What follows belongs to an exercise in optimizing a design on an open flow for small area, a short achievable clock period and few clock cycles per item; a production flow would make more cautious choices.
Power figures rest on the tool's default switching activity, not on a simulated workload.

==> run R <==
==> flow/design.v (excerpt) <==
module normalizer #(
    parameter CNT = 64,
    parameter N = 6
)
(
    input clk,
    input rst_n,
    input [31:0] data_in,
    input start_en,
    input data_in_valid,
    output process_end_flag,
    output [31:0] data_out,
    output data_out_valid
);
make LEC_CHECK=0 ABC_AREA=1 CAP_MARGIN=20 CORE_MARGIN=2 CORE_UTILIZATION=40 SLEW_MARGIN=20 finish   # period 20.0 ns
run.sh (not shown) runs the stock make flow with config.mk's settings and CLKGATE_MAP_FILE= SYNTH_SCRIPT=/design/flow/synth_recipe.tcl, a recipe that flattens the netlist after the stock synthesis.
==> run K: changes against run R <==
--- a/flow/design.v
+++ b/flow/design.v
@@ -1021,28 +1021,30 @@
 localparam SK = 2;                  
 localparam NI = (25 + SK - 1) / SK;  
 localparam RW = NI * SK;            
 localparam DK = 2;                  
 localparam ND = (25 + DK - 1) / DK;  
-function automatic ge32(input [31:0] a, input [31:0] b);
-    reg [31:0] g, p, g2, p2;
+function automatic [63:0] padd64(input [63:0] a, input [63:0] b, input cin);
+    reg [63:0] g, p, g2, p2, c;
     integer k, l;
     begin
-        g = a & ~b;
-        p = a | ~b;
-        for (l = 1; l < 32; l = l * 2) begin
+        g = a & b;
+        p = a | b;
+        g[0] = g[0] | (p[0] & cin);
+        for (l = 1; l < 64; l = l * 2) begin
             g2 = g;
             p2 = p;
-            for (k = 0; k < 32; k = k + 1)
+            for (k = 0; k < 64; k = k + 1)
                 if (k >= l) begin
                     g2[k] = g[k] | (p[k] & g[k-l]);
                     p2[k] = p[k] & p[k-l];
                 end
             g = g2;
             p = p2;
         end
-        ge32 = g[31] | p[31];
+        c = {g[62:0], cin};
+        padd64 = (a ^ c) ^ b;
     end
 endfunction
 localparam ST_IDLE  = 3'd0;
 localparam ST_STORE = 3'd1;
 localparam ST_FIN   = 3'd2;
@@ -1058,10 +1060,12 @@
 reg fb;                  
 reg [31:0] S;
 reg big;
 reg [31:0] SR [0:CNT-1];
 wire take = (st == ST_STORE) && data_in_valid;
+wire [63:0] sum_w = padd64({32'd0, S}, {32'd0, SR[0]}, 1'b0);
+wire [31:0] sum_next = sum_w[31:0];
 integer k;
 always @(posedge clk) begin
     if (take) SR[0] <= data_in;
     else if (rot) SR[0] <= SR[CNT-1];
     if (sh) begin
@@ -1070,11 +1074,12 @@
 end
 wire [31:0] x_out = SR[CNT-1];
 wire [31:0] mu = {{N{S[31]}}, S[31:N]};
 reg [31:0] dreg;
 reg m1_add, m1_first, m1_fin, m1_dv;
-always @(posedge clk) dreg <= x_out - mu;
+wire [63:0] dreg_w = padd64({32'd0, x_out}, {32'd0, ~mu}, 1'b1);
+always @(posedge clk) dreg <= dreg_w[31:0];
 always @(posedge clk or negedge rst_n) begin
     if (~rst_n) begin
         m1_add <= 0; m1_first <= 0; m1_fin <= 0; m1_dv <= 0;
     end else begin
         m1_add <= rot && fb;
@@ -1083,15 +1088,16 @@
         m1_dv <= rot && !fb;
     end
 end
 wire sel_s = (st == ST_DEC) && !big;
 wire [31:0] op = v1 ? SR[0] : (sel_s ? S : dreg);
+wire [63:0] neg_op = padd64({32'd0, ~op}, 64'd0, 1'b1);
 reg [31:0] mag_r;
 reg mag_sgn;
 reg m_add, m_first, m_fin, m_corr, m_dv;
 always @(posedge clk) begin
-    mag_r <= op[31] ? (~op + 32'd1) : op;
+    mag_r <= op[31] ? neg_op[31:0] : op;
     mag_sgn <= op[31];
 end
 always @(posedge clk or negedge rst_n) begin
     if (~rst_n) begin
         m_add <= 0; m_first <= 0; m_fin <= 0; m_corr <= 0; m_dv <= 0;
@@ -1125,13 +1131,19 @@
 always @(posedge clk) rr6 <= rr[11:6];
 wire [6:0] lo6 = {1'b0, s_r[5:0]} + {1'b0, c_r[5:0]};
 wire [63:0] T1 = s_corr ? ~{6'd0, s_r[63:6]} : s_r;
 wire [63:0] T2 = s_corr ? ~{6'd0, c_r[63:6]} : c_r;
 wire [63:0] T3 = s_corr ? {57'd0, {1'b0, rr6} + 7'd2 - {6'd0, lo6[6]}} : 64'd0;
+wire [63:0] T0 = s_first ? 64'd0 : Q;
+wire [63:0] u1 = T0 ^ T1 ^ T2;
+wire [63:0] v1c = {(T0[62:0] & T1[62:0]) | (T0[62:0] & T2[62:0]) | (T1[62:0] & T2[62:0]), 1'b0};
+wire [63:0] u2 = u1 ^ v1c ^ T3;
+wire [63:0] v2c = {(u1[62:0] & v1c[62:0]) | (u1[62:0] & T3[62:0]) | (v1c[62:0] & T3[62:0]), 1'b0};
+wire [63:0] q_next = padd64(u2, v2c, 1'b0);
 always @(posedge clk) begin
     if (s_add || s_corr)
-        Q <= (s_first ? 64'd0 : Q) + T1 + T2 + T3;
+        Q <= q_next;
 end
 always @(posedge clk or negedge rst_n) begin
     if (~rst_n) qdone <= 0;
     else qdone <= s_fin;
 end
@@ -1164,11 +1176,12 @@
         n1_dv <= m_dv;
         n1_var <= nvar;
     end
 end
 wire nrnd = n1_top[0] & (n1_st | n1_top[1]);
-wire [24:0] nm = {1'b0, n1_top[24:1]} + {24'd0, nrnd};
+wire [63:0] nm_w = padd64({40'd0, n1_top[24:1]}, 64'd0, nrnd);
+wire [24:0] nm = nm_w[24:0];
 wire [23:0] nmv = nm[24] ? 24'h800000 : nm[23:0];
 wire [5:0] npv = n1_p + {5'd0, nm[24]};
 reg [23:0] n_m;       
 reg [5:0] n_p;        
 reg n_zero, n_sgn;
@@ -1191,19 +1204,21 @@
 reg q_nan, q_zero;
 reg [25:0] tx;
 reg [RW-1:0] tr;
 reg [RW+2:0] trem;
 reg [RW+2:0] ttr;
+reg [63:0] tsub;
 integer s;
 always @(*) begin
     tx = qx; tr = qr; trem = qrem;
     for (s = 0; s < SK; s = s + 1) begin
         trem = {trem[RW:0], tx[25:24]};
         tx = {tx[23:0], 2'b00};
         ttr = {1'b0, tr, 2'b01};
-        if (ge32({{(31-RW-2){1'b0}}, trem}, {{(31-RW-2){1'b0}}, ttr})) begin
-            trem = trem - ttr;
+        tsub = padd64({{(63-RW-2){1'b0}}, trem}, ~{{(63-RW-2){1'b0}}, ttr}, 1'b1);
+        if (!tsub[63]) begin
+            trem = tsub[RW+2:0];
             tr = {tr[RW-2:0], 1'b1};
         end else begin
             tr = {tr[RW-2:0], 1'b0};
         end
     end
@@ -1225,11 +1240,12 @@
 reg [23:0] sB;
 reg [7:0] sE;
 reg s_nan, s_zero;
 wire [RW-1:0] q_lowmask = (({{(RW-1){1'b0}}, 1'b1}) << (RW - 25)) - 1;
 wire q_sticky = (qrem != 0) | ((qr & q_lowmask) != 0);
-wire [24:0] sm = {1'b0, qr[RW-1:RW-24]} + {24'd0, qr[RW-25] & (q_sticky | qr[RW-24])};
+wire [63:0] sm_w = padd64({40'd0, qr[RW-1:RW-24]}, 64'd0, qr[RW-25] & (q_sticky | qr[RW-24]));
+wire [24:0] sm = sm_w[24:0];
 always @(posedge clk) begin
     if (st == ST_SQRT && qi == NI + 1) begin
         sB <= sm[24] ? 24'h800000 : sm[23:0];
         sE <= q_e + {7'd0, sm[24]};
         s_nan <= q_nan;
@@ -1245,19 +1261,20 @@
 reg [24:0] vrem;
 reg [24:0] vq;
 reg [25:0] tdiff;
 reg [7:0] ve;
 reg vs, vz, cge;
+reg [63:0] t1w, t2w, tdw;
 reg [25:0] t1, t2;
 integer st_i, stp;
 always @(posedge clk) begin
     for (st_i = 0; st_i < ND; st_i = st_i + 1) begin
         if (st_i == 0) begin
-            cge = ge32({8'd0, n_m}, {8'd0, sB});
-            t1 = {2'b00, n_m} - {2'b00, sB};
-            t2 = {1'b0, n_m, 1'b0} - {2'b00, sB};
-            vrem = cge ? t1[24:0] : t2[24:0];
+            t1w = padd64({40'd0, n_m}, ~{40'd0, sB}, 1'b1);
+            t2w = padd64({39'd0, n_m, 1'b0}, ~{40'd0, sB}, 1'b1);
+            cge = !t1w[63];
+            vrem = cge ? t1w[24:0] : t2w[24:0];
             vrem = {vrem[23:0], 1'b0};
             vq = 25'd1;
             ve = {2'b00, n_p} + 8'd228 - sE - {7'd0, ~cge};
             vs = n_sgn;
             vz = n_zero;
@@ -1268,13 +1285,13 @@
             vs = d_sgn[st_i-1];
             vz = d_zero[st_i-1];
         end
         for (stp = 0; stp < DK; stp = stp + 1) begin
             if (st_i * DK + stp >= 1 && st_i * DK + stp < 25) begin
-                tdiff = {1'b0, vrem} - {2'b00, sB};
-                if (ge32({7'd0, vrem}, {8'd0, sB})) begin
-                    vrem = {tdiff[23:0], 1'b0};
+                tdw = padd64({39'd0, vrem}, ~{40'd0, sB}, 1'b1);
+                if (!tdw[63]) begin
+                    vrem = {tdw[23:0], 1'b0};
                     vq = {vq[23:0], 1'b1};
                 end else begin
                     vrem = {vrem[23:0], 1'b0};
                     vq = {vq[23:0], 1'b0};
                 end
@@ -1296,11 +1313,12 @@
         for (vi = 1; vi < ND; vi = vi + 1) d_v[vi] <= d_v[vi-1];
     end
 end
 wire [24:0] fq = d_q[ND-1];
 wire fst = (d_rem[ND-1] != 25'd0);
-wire [23:0] fm = {1'b0, fq[23:1]} + {23'd0, fq[0] & (fst | fq[1])};
+wire [63:0] fm_w = padd64({41'd0, fq[23:1]}, 64'd0, fq[0] & (fst | fq[1]));
+wire [23:0] fm = fm_w[23:0];
 wire [7:0] fe = d_e[ND-1] + {7'd0, fm[23]};
 wire fs = d_sgn[ND-1];
 wire fz = d_zero[ND-1];
 reg [31:0] out_r;
 reg out_v, pef_r;
@@ -1340,11 +1358,11 @@
         qi <= 0;
     end else begin
         v1 <= take;
         sh <= take && (cnt != CNT-1);
         if (v1) begin
-            S <= S + SR[0];
+            S <= sum_next;
             big <= big | ~((SR[0][31:25] == 7'h00) | (SR[0][31:25] == 7'h7f));
         end
         if (rot) begin
             cnt <= cnt + 1;
             if (cnt == CNT-1) rot <= 0;
==> tab_implementation.tex <==
\begin{tabular}{lr}
\hline
Metric & Value \\
\hline
\multicolumn{2}{l}{\textbf{Status}} \\
Run status & timing/DRC/antenna clean \\
\multicolumn{2}{l}{\textbf{Pwr}} \\
Clock net power & 6310 uW \\
\multicolumn{2}{l}{\textbf{Setup path}} \\
Endpoint of the most critical setup path & Q[63] \\
Worst-path fanout max & 61 \\
\multicolumn{2}{l}{\textbf{Synthesis}} \\
Cells after synthesis & 16500 \\
Mux cell area share after synthesis & 0.128\% \\
Most used standard cell by instance count after synthesis & nand2\_1 \\
\hline
\end{tabular}
The numbers above come from run K.

==> tab_implementation.tex <==
\begin{tabular}{lr}
\hline
Metric & Value \\
\hline
\multicolumn{2}{l}{\textbf{Synthesis}} \\
Mux cell area share after synthesis & 0.0241\% \\
Cells after synthesis & 16200 \\
Most used standard cell by instance count after synthesis & inv\_1 \\
\multicolumn{2}{l}{\textbf{Setup path}} \\
Worst-path fanout max & 3 \\
Endpoint of the most critical setup path & Q[61] \\
\multicolumn{2}{l}{\textbf{Status}} \\
Run status & timing/DRC/antenna clean \\
\multicolumn{2}{l}{\textbf{Placement}} \\
Worst Setup Slack post-DPL & 11.86 ns \\
\multicolumn{2}{l}{\textbf{Pwr}} \\
Switching share of power & 41.0\% \\
Clock net power & 6410 uW \\
\hline
\end{tabular}
The numbers above come from run R.

Function was not checked in any run of this note: the RTL went through the layout flow alone.

==> re-timing with driven ports <==
No port has a modelled driver above. Below, the same layouts with a new extraction and two added sets of constraints. Step 1 assumes that a clkbuf_16 drives the clock port and a buf_2 every other input. Step 2 adds t to the input delays and takes it off the output delays; t is the mean of the earliest and latest rising clock arrival at the registers after step 1. Input paths then give back, and output paths get back, about the clock's delay inside the block. Three values: ideal, step 1, step 2; two values: the first two.
| run | t (ns) | setup slack, ns | hold WS [ns] | worst setup path at the end | cell pins on the clock port's net |
|---|---|---|---|---|---|
| run R | 1.021 | 11.883 / 11.883 / 11.883 | 0.300 / 0.300 / 0.300 | register to register | 1 |
| run K | 0.996 | 12.375 / 12.375 / 12.375 | 0.301 / 0.301 / 0.301 | register to register | 1 |
After both steps setup and hold are still met in every run listed.
